This design comes from an exercise in tuning for small area on the open sky130 flow, not from production work.
Function was checked by simulation only, so behaviour that the tests miss may differ from the original.
Power is estimated from default activity; no workload was simulated.

File: flow/config.mk
export PLATFORM = sky130hd
export DESIGN_NAME = RX
export DESIGN_NICKNAME = RX
export VERILOG_FILES = /design/flow/design.v
export SDC_FILE = /design/flow/constraint.sdc
export NUM_CORES = 4
export LEC_CHECK = 0
export CAP_MARGIN = 20
export CORE_MARGIN = 2
export CORE_UTILIZATION = 40
export SLEW_MARGIN = 20
File: flow/constraint.sdc
create_clock -name core_clock -period 5.0 [get_ports {clk}]
set_input_delay 1.0000 -clock core_clock [delete_from_list [all_inputs] [get_ports {clk}]]
set_output_delay 1.0000 -clock core_clock [all_outputs]
set_load 0.01 [all_outputs]
File: flow/design.v
`timescale 1ns / 1ps
module RX(
    input wire          clk,  
    input wire          rst_n,
    input wire          rx_en,   
    input wire [1:0]    parity, 
    input wire [2:0]    data_bits,
    input wire          stop_bit,
    input wire [15:0]   rx_divisor,  
    input wire          rx,
    input wire          rx_data_read,  
    input wire          fifo_en,
    input wire          fifo_full,
    output reg          rx_success,  
    output reg [8:0]    rx_data,  
    output reg          rx_idle,
    output reg          rx_done,
    output reg [2:0]    error 
    );
    parameter IDLE = 3'b000,
              START = 3'b001,
              DATA_BIT = 3'b010,
              PARITY = 3'b011,
              STOP = 3'b100;
    reg [2:0]   state;
    reg [3:0]   no_bits;  
    reg [15:0]  counter; 
    reg [3:0]   sample_counter;  
    reg [2:0]   samples;  
    reg         rx_in;  
    reg         rx_sync1, rx_sync2, rx_d1;  
    reg [3:0]   frame_counter;     
    reg [3:0]   frame_size;
    reg [10:0]  temp_frame;  
    reg         parity_error;
    reg [1:0]   parity_mode;
    wire rx_negedge = ~rx_sync2 & rx_d1;  
    reg calc_even_parity, calc_odd_parity;
    wire rx_wire = rx_en ? rx : 1'b1;  
    wire start_detect = (state == IDLE) && rx_negedge;
    wire tick = (counter == 16'b0);  
    wire bit_end = tick && (sample_counter == 4'b1111);  
    wire bit_mid = tick && (sample_counter == 4'b1010);  
    always @(posedge clk or negedge rst_n) begin
        if (!rst_n) begin
            no_bits <= 4'b1000;
            frame_size <= 4'b1010;  
            parity_mode <= 2'b00;
        end
        else begin
            if (state == IDLE) begin
                case (data_bits)
                    3'b000 : no_bits <= 4'b0101;
                    3'b001 : no_bits <= 4'b0110;
                    3'b010 : no_bits <= 4'b0111;
                    3'b011 : no_bits <= 4'b1000;
                    3'b100 : no_bits <= 4'b1001;
                    default: no_bits <= 4'b1000;
                endcase
                frame_size <= no_bits + 4'b0001 + (^parity) + 4'b0001 + stop_bit;  
                parity_mode <= parity;
            end
            else begin
                no_bits <= no_bits;
                frame_size <= frame_size;
                parity_mode <= parity_mode;
            end
        end
    end
    always @(posedge clk or negedge rst_n) begin
        if (!rst_n) begin
            counter <= 16'b0;
            sample_counter <= 4'b0;
        end
        else if (start_detect) begin
            counter <= (rx_divisor >> 4) - 16'b1;
            sample_counter <= 4'b0;
        end
        else begin
            if (counter == 16'b0) begin
                counter <= (rx_divisor >> 4) - 16'b1;
                if (sample_counter >= 4'b1111)
                    sample_counter <= 4'b0; 
                else
                    sample_counter <= sample_counter + 4'b1;
            end else begin
                counter <= counter - 16'b1;
            end
        end
    end
    always @(posedge clk or negedge rst_n) begin
        if (!rst_n) begin
            frame_counter <= 4'b0;
        end
        else begin
            if (state == IDLE && rx_negedge) 
                frame_counter <= 4'b0;
            else if (bit_end) 
                frame_counter <= frame_counter + 4'b1;
            else 
                frame_counter <= frame_counter;
        end
    end
    always @(posedge clk or negedge rst_n) begin
        if (!rst_n) begin
            samples <= 3'b0;
        end
        else begin
            if (rx_idle) 
                samples <= 3'b0;
            else begin
                case (sample_counter)
                    4'b0111 : samples <= {samples[2:1], rx_sync2};
                    4'b1000 : samples <= {samples[2], rx_sync2, samples[0]};
                    4'b1001 : samples <= {rx_sync2, samples[1:0]};
                    default: samples <= samples;
                endcase
            end
        end
    end
    always @(posedge clk or negedge rst_n) begin
        if (!rst_n) begin
            rx_in <= 1'b1;
        end
        else begin
            rx_in <= (samples[2] && samples[1]) || (samples[1] && samples[0]) || (samples[0] && samples[2]);
        end
    end
    always @(posedge clk or negedge rst_n) begin
        if (!rst_n) begin
            rx_sync1 <= 1'b1;
            rx_sync2 <= 1'b1;
            rx_d1    <= 1'b1;
        end
        else begin
            rx_sync1 <= rx_wire;       
            rx_sync2 <= rx_sync1;  
            rx_d1    <= rx_sync2;  
        end
    end
    always @(posedge clk or negedge rst_n) begin
        if (!rst_n) begin
            state <= IDLE;
            rx_done <= 1'b0;
            rx_success <= 1'b0;
            temp_frame <= 11'b0;
            error <= 3'b0;
            rx_idle <= 1'b1;
        end
        else begin
            case (state)
                IDLE: begin
                    if (rx_negedge) begin
                        state <= START;
                        rx_idle <= 1'b0;
                    end
                    else begin
                        state <= IDLE;
                        rx_idle <= 1'b1;
                    end
                    rx_done <= 1'b0;
                    rx_success <= 1'b0;
                    temp_frame <= 11'b0;
                    error <= 3'b0;
                end
                START: begin
                    if (bit_mid) begin  
                        if (rx_in == 1) state <= IDLE;
                    end
                    else if (bit_end) begin
                        state <= DATA_BIT;
                    end
                    temp_frame[0] <= rx_in;  
                end
                DATA_BIT: begin
                    if (frame_counter <= no_bits) begin
                        temp_frame[frame_counter] <= rx_in;  
                    end
                    if (frame_counter == no_bits && bit_end) begin
                        state <= (^parity_mode) ? PARITY : STOP;  
                    end
                end
                PARITY: begin
                    temp_frame[frame_counter] <= rx_in;  
                    state <= (bit_end) ? STOP : PARITY;  
                end
                STOP: begin
                    if (frame_counter == (frame_size - 4'b1) && bit_mid) begin
                        state <= IDLE;
                        rx_done <= 1'b1;
                        rx_success <= ~parity_error;  
                        error[1] <= parity_error;  
                        if (fifo_en) begin
                            error[0] <= fifo_full;  
                        end
                        else begin
                            error[0] <= (rx_data_read) ? 1'b0 : 1'b1;  
                        end
                    end
                    else
                        state <= STOP;
                    if (rx_in != 1'b1) 
                        error[2] <= 1'b1;  
                    else 
                        error[2] <= 1'b0;
                end
                default: begin
                    state <= IDLE;
                    rx_done <= 1'b0;
                    rx_success <= 1'b0;
                    temp_frame <= 11'b0;
                    error <= 3'b0;
                    rx_idle <= 1'b1;
                end
            endcase
        end
    end
    always @(*) begin
        case (no_bits)
            4'b0101: calc_even_parity = ^temp_frame[5:1];   
            4'b0110: calc_even_parity = ^temp_frame[6:1];   
            4'b0111: calc_even_parity = ^temp_frame[7:1];   
            4'b1000: calc_even_parity = ^temp_frame[8:1];   
            4'b1001: calc_even_parity = ^temp_frame[9:1];   
            default: calc_even_parity = ^temp_frame[8:1];   
        endcase
        calc_odd_parity = ~calc_even_parity;    
    end
    always @(*) begin
        case (parity_mode)
            2'b00: parity_error = 1'b0;                               
            2'b01: parity_error = (temp_frame[no_bits + 4'b1] != calc_odd_parity);  
            2'b10: parity_error = (temp_frame[no_bits + 4'b1] != calc_even_parity); 
            default: parity_error = 1'b0;
        endcase
        case (no_bits)
            4'b0101 : rx_data = temp_frame[5:1];
            4'b0110 : rx_data = temp_frame[6:1];
            4'b0111 : rx_data = temp_frame[7:1];
            4'b1000 : rx_data = temp_frame[8:1];
            4'b1001 : rx_data = temp_frame[9:1];
            default: rx_data = temp_frame[8:1];
        endcase
    end
endmodule
File: flow/run.sh
#!/bin/bash
# synth_recipe.tcl (not shown) runs the flow's synth.tcl, then flattens the netlist and writes it again
# the make line also repeats each setting of config.mk as NAME=value (left out here)
make -C /OpenROAD-flow-scripts/flow DESIGN_CONFIG=/design/flow/config.mk WORK_HOME=/design/flow/orfs CLKGATE_MAP_FILE= SYNTH_SCRIPT=/design/flow/synth_recipe.tcl finish
==> summary.md <==
| Metric | Value |
|---|---|
| Netlist cell types | 64 |
| Layer carrying the most global-route usage | met2 |
| Post-cts sizing count | 0 |
| Critical path type | flop to output port |
| Final nets | 577 |
| ANT nets after route | 0 |
| Max Cap Viol | 0 |
| Ant. Diodes | 0 |
| 1st-iter DRT viols | 233 |
| Setup crit end kind | output port |
| Final setup margin | about 1800 ps |
| Hold Violations, Final | 0 |
| First-pass GRT wire length | between 15000 and 20000 µm |
| Post-synth EDFFs | 0 |
| Main flop type after synthesis | dfrtp_1 |
| Worst VDD drop | 0.0002065 V |
| FMAX | 0.3137 GHz |
| Worst slew pin tran | 883.7 ps |
| GRT Residual Overflow | 0 |
| Syn nets | around 550 |
| H-tree Lvls | 3 |
| Relative slew slack | 40.87% |
| Yosys reg bits | slightly above 60 |
| Skew-Pair Late Insertion Delay | 340 ps |
| Vias in the first global route | roughly 3.4k |
| DRC violations left | 0 |
| CP arrival | 2190 ps |
| WL final | 9528 µm |
| GR Layer Usage met2 | 27.90% |
| Fill count | around 980 |
| Worst R2R Start | no_bits[0] |
| Status | no timing/DRC/antenna violations |
| Clk buf depth | 2 |
| Fraction of registers with async set or reset after synthesis | 100.0% |
| Port Buffers | 39 |
| RR Endpoint | error[1] |
| CTS Hold Buffers Added | 0 |
| Critical path's top delay family | buffers and inverters |
| Final setup fails | 0 |
| Total CTS buffers | 9 |
| Required time of the critical path | 4000 ps |
| Max-slew violation count | 0 |
| Crit path capture | rx_data[7] |
| R2r setup slk | between 2000 and 2500 ps |
| Die Width | 108.0 µm |
| First drt pass iteration count | 4 |
| Avg Cell Area, Syn | 8.681 µm² |
| Met1 usage in global routing | 23.22% |
| Worst path cell trace | inv_1 -> ha_1 -> nor3_1 -> nor2_1 -> nor2b_1 -> clkdlybuf4s50_1 |
| WP buf/inv | 2 |
| Clk slew on worst S/H paths | 60 ps |
| Total GRT Usage | 17.48% |
| CORE AREA | roughly 0.010 mm² |
| Via count | 3548 |
| HPWL after DPL | 7090 µm |
| Hold Crit Class | flop to flop |
| P_leak | just over 0.002 µW |
| CP Depth | 6 |
| Gpl congestion | 0.8861 |
| Initial Util | around two fifths |
| Yosys warning count | 1 |
| Synthesized instance count | 498 |
| Startpoint types | flop |
| P&R area growth vs syn | 14.47% |
| Pin count of the biggest net entering global routing | 32 |
| Fraction of layout cells with a size suffix above 1 | 8.144% |
| Commonest cells after routing, fill and taps aside | nand2_1, dfrtp_1, o21ai_0, nor2_1, clkdlybuf4s50_1 |
| Initial antenna violation count | 0 |
| Worst path slowest cell | dfrtp_1 |
| Die ar. | 0.01165 mm² |
| Worst Path Max Fanout | 10 |
| Commonest non-fill, non-tap cell in the layout | nand2_1 |
| Tmin final | 3188 ps |
| Synth Cell Area | ~0.0043 mm² |
| WL per Instance | 14.35 µm |
| Vias per cell | ~5.3 |
| # clock sinks | 61 |
| Final setup skew | 11.31 ps |
| Tcrit/Tclk final | 63.76% |
| GRT met3 Usage | 3.376% |
| Setup TNS | 0 ps |
| Reg2Reg Depth | 9 |
| CP max stage delay | 590 ps |
| Boundary pin count | 44 |
| Critical Path Source | no_bits[0] |
| Pwr Density | slightly above 400 mW/mm² |
| Die H | 108.0 µm |
| Unrepaired setup endpoints after global routing | no |
| Sequential share of the synthesized area | between 30% and 40% |
| Root Driver | clkbuf_8 |
| Setup Buffers After CTS | 0 |
| Row cnt | 37 |
| Dpl ws | 2096 ps |
| TritonCTS clock tree | yes |
[metrics by stage]
step	hold WS [ps]	cells	total power [µW]	util, %	area (µm²)
floorplan	345.2	498	1369	-	4323
global placement	346.7	649	1549	45.65	4755
detailed placement	352.9	649	1570	45.65	4755
CTS	362.2	664	2024	47.51	4949
global route	366.4	664	2171	47.51	4949
finish	359.9	664	2004	47.51	4949
[routing by layer]
layer  routed length, µm  vias to the layer above
met3                 409                       16
met1                4477                     1682
li1                    -                     1777
met5                   0                        -
met2                4429                       73
met4                 212                        0
[area by class of cell]
type | count | area (µm²) | share of cell area (%)
clock inverter | 2 | 35.03 | 0.7080
tap | 136 | 170.2 | 3.439
clock buffer | 13 | 158.9 | 3.211
sequential | 61 | 1536 | 31.05
multi-input combinational | 389 | 2569 | 51.91
timing repair buffer | 40 | 392.9 | 7.939
inverter | 23 | 86.33 | 1.745
[registers in the layout (all words and copies together), names as in the netlist]
name,cells
rx_success,1
rx_d1,1
error,3
no_bits,4
rx_done,1
frame_size,4
rx_in,1
samples,3
frame_counter,4
rx_sync2,1
sample_counter,4
state,3
rx_sync1,1
parity_mode,2
rx_idle,1
temp_frame,11
counter,16
[power by group]
part,leakage (µW),internal [µW],total (µW),switching (µW)
clock network,0.0000995,254,443,188
registers,0.000776,629,773,144
logic,0.00120,353,788,435
[kinds of logic (layout without fill, tap and decap cells)]
logic type | Yosys count | count (layout) | share of synthesized area (%)
buffers and inverters | 48 | 78 | 5.036
AO/OA/AOI/OAI | 115 | 115 | 16.09
XOR/XNOR | 50 | 50 | 10.80
adder cells (fa/ha/maj) | 25 | 25 | 7.352
flip-flops | 61 | 61 | 35.54
multiplexers | 12 | 12 | 3.444
AND/OR/NAND/NOR | 187 | 187 | 21.74
[cell usage after synthesis, types with 11 or more instances]
library cell / count / share of area [%]
clkbuf_1: 17 / 1.5
xor2_1: 19 / 3.8
xnor2_1: 29 / 5.9
o21ai_0: 52 / 6.0
nor3_1: 14 / 1.6
dfrtp_1: 53 / 31
inv_1: 23 / 2.0
ha_1: 23 / 6.7
a21oi_1: 25 / 2.9
nor2_1: 45 / 3.9
nand2_1: 61 / 5.3
nand3_1: 11 / 1.3
[how the worst min path moves through the flow]
stage,from,end,cells after the start
2_1_floorplan,rx_sync1,rx_sync2,0
3_3_place_gp,rx_sync1,rx_sync2,0
3_5_place_dp,rx_sync1,rx_sync2,0
4_1_cts,rx_sync1,rx_sync2,0
5_1_grt,rx_sync1,rx_sync2,0
6_report,rx_sync1,rx_sync2,0

==> afterwards: timing with drivers on the ports <==
In the flow no input, the clock included, has a driving cell. The finished layout below was timed again as built, in two steps.
Step 1 sets driving cells, clkbuf_16 on the clock port and buf_2 on the other inputs (assumed; they add their load-dependent delay and slew).
Step 2 also shifts input and output timing later by t, the mid clock arrival at the registers, as if the neighbouring blocks saw the same clock.
Three values: ideal ports, drivers, drivers and shift; two values: the first two.
t (ns): 0.372
setup slack, ns: 1.812 / 1.778 / 2.111
pins driven straight from the clock port: 1
After both steps setup and hold are still met in this run. For this run, drivers alone change the setup slack by -0.034 ns; drivers and shift together by +0.299 ns.
